Background: an optimization exercise with open tools, aiming at small area and a short achievable clock period. Do not read the settings as production practice. Only simulation tests tie the RTL to the original design; equivalence was not proved. Power and IR drop assume default switching activity.

// sync_fifo
module sync_fifo #(parameter depth=64,parameter n=8,parameter addr_n=6)(input [n-1:0]din,input clk,rst,w_en,r_en,output reg [n-1:0]dout,output full,empty);
clock: 4.0 ns
lec_check: 0
cap_margin: 20
core_margin: 2
core_utilization: 60
setup_slack_margin: 2.25
slew_margin: 20
tns_end_percent: 30
standard.sh (not shown) runs the stock make flow with config.mk's settings and CLKGATE_MAP_FILE= SYNTH_SCRIPT=/design/flow/synth_recipe.tcl, a recipe that flattens the netlist after the stock synthesis.
==> flow/flow/run.sh <==
#!/bin/bash
# Standard ORFS layout (the standard.sh) with three changes:
#  - ports are buffered with buf_4 instead of the delay cell buffer_ports picks by default;
#  - CTS uses larger sink clusters and no dummy loads;
#  - a222oi_1 (only one, weak drive strength) is kept out of mapping; the platform's
#    own don't-use list is repeated since this setting replaces it.
set -euo pipefail
bash standard.sh \
  "BUFFER_PORTS_ARGS=-buffer_cell sky130_fd_sc_hd__buf_4" \
  "CTS_ARGS=-sink_clustering_enable -repair_clock_nets -sink_clustering_size 25 -sink_clustering_max_diameter 100 -dont_use_dummy_load" \
  "DONT_USE_CELLS=sky130_fd_sc_hd__probe_p_8 sky130_fd_sc_hd__probec_p_8 sky130_fd_sc_hd__lpflow_bleeder_1 sky130_fd_sc_hd__lpflow_clkbufkapwr_1 sky130_fd_sc_hd__lpflow_clkbufkapwr_16 sky130_fd_sc_hd__lpflow_clkbufkapwr_2 sky130_fd_sc_hd__lpflow_clkbufkapwr_4 sky130_fd_sc_hd__lpflow_clkbufkapwr_8 sky130_fd_sc_hd__lpflow_clkinvkapwr_1 sky130_fd_sc_hd__lpflow_clkinvkapwr_16 sky130_fd_sc_hd__lpflow_clkinvkapwr_2 sky130_fd_sc_hd__lpflow_clkinvkapwr_4 sky130_fd_sc_hd__lpflow_clkinvkapwr_8 sky130_fd_sc_hd__lpflow_decapkapwr_12 sky130_fd_sc_hd__lpflow_decapkapwr_3 sky130_fd_sc_hd__lpflow_decapkapwr_4 sky130_fd_sc_hd__lpflow_decapkapwr_6 sky130_fd_sc_hd__lpflow_decapkapwr_8 sky130_fd_sc_hd__lpflow_inputiso0n_1 sky130_fd_sc_hd__lpflow_inputiso0p_1 sky130_fd_sc_hd__lpflow_inputiso1n_1 sky130_fd_sc_hd__lpflow_inputiso1p_1 sky130_fd_sc_hd__lpflow_inputisolatch_1 sky130_fd_sc_hd__lpflow_isobufsrc_1 sky130_fd_sc_hd__lpflow_isobufsrc_16 sky130_fd_sc_hd__lpflow_isobufsrc_2 sky130_fd_sc_hd__lpflow_isobufsrc_4 sky130_fd_sc_hd__lpflow_isobufsrc_8 sky130_fd_sc_hd__lpflow_isobufsrckapwr_16 sky130_fd_sc_hd__lpflow_lsbuf_lh_hl_isowell_tap_1 sky130_fd_sc_hd__lpflow_lsbuf_lh_hl_isowell_tap_2 sky130_fd_sc_hd__lpflow_lsbuf_lh_hl_isowell_tap_4 sky130_fd_sc_hd__lpflow_lsbuf_lh_isowell_4 sky130_fd_sc_hd__lpflow_lsbuf_lh_isowell_tap_1 sky130_fd_sc_hd__lpflow_lsbuf_lh_isowell_tap_2 sky130_fd_sc_hd__lpflow_lsbuf_lh_isowell_tap_4 sky130_fd_sc_hd__a222oi_1 sky130_fd_sc_hd__a2111oi_0 sky130_fd_sc_hd__o21ai_0 sky130_fd_sc_hd__and2_0" \
  finish > standard.log 2>&1
Change:
SETUP_SLACK_MARGIN = 2.15   (was 2.25)
TNS_END_PERCENT = 20   (was 30)
Result:
- setup slack got worse by 22 ps
- cell area came out lower slightly
- final cell count falls slightly
- routed wire length shrinks by a few percent
- combinational power shrinks by a little under a tenth
- sequential power is about the same
- global-route usage goes up by 0.27 points
- non-clock buffer count goes down by 9
- synthesized area is unchanged
- fmax decreases slightly
- clock skew came out lower by 4.9 ps
Change:
SETUP_SLACK_MARGIN = 2.2   (was 2.15)
TNS_END_PERCENT = 40   (was 20)
The new run went through all stages and came out clean; routed wire length went down by about 1.1%; worst setup slack gains 11 ps; worst hold slack got worse by 6.1 ps; fmax rises by about 0.6%; non-clock buffer count came out lower by 8; sequential power is about the same; sequential share of layout area fell by 0.16 points; final area stays flat.

[what the ideal ports hide]
The results above use ideal ports. As a check the final layouts listed here were re-extracted and re-timed, cells and wires unchanged.
Step 1 (the two cells are an assumption about what drives the block):
set clk [get_ports {clk}]
set_driving_cell -lib_cell sky130_fd_sc_hd__clkbuf_16 $clk
set_driving_cell -lib_cell sky130_fd_sc_hd__buf_2 [delete_from_list [all_inputs] $clk]
Step 2 adds t to the input delays and takes it off the output delays; t is the mean of the earliest and latest rising clock arrival at the registers after step 1. Input paths then give back, and output paths get back, about the clock's delay inside the block.
Three values: ideal, step 1, step 2; two values: the first two.
run	t, ns	setup slack, ns	worst hold slack (ns)
the first run	0.604	2.143 / 2.089 / 1.744	0.485 / 0.485 / 0.485
the second run	0.602	2.121 / 2.065 / 1.597	0.479 / 0.479 / 0.479
the third run	0.595	2.132 / 2.080 / 1.658	0.472 / 0.472 / 0.472
After both steps every run listed still meets setup and hold. For the second run, which loses most, drivers alone change the setup slack by -0.056 ns; drivers and shift together by -0.524 ns.
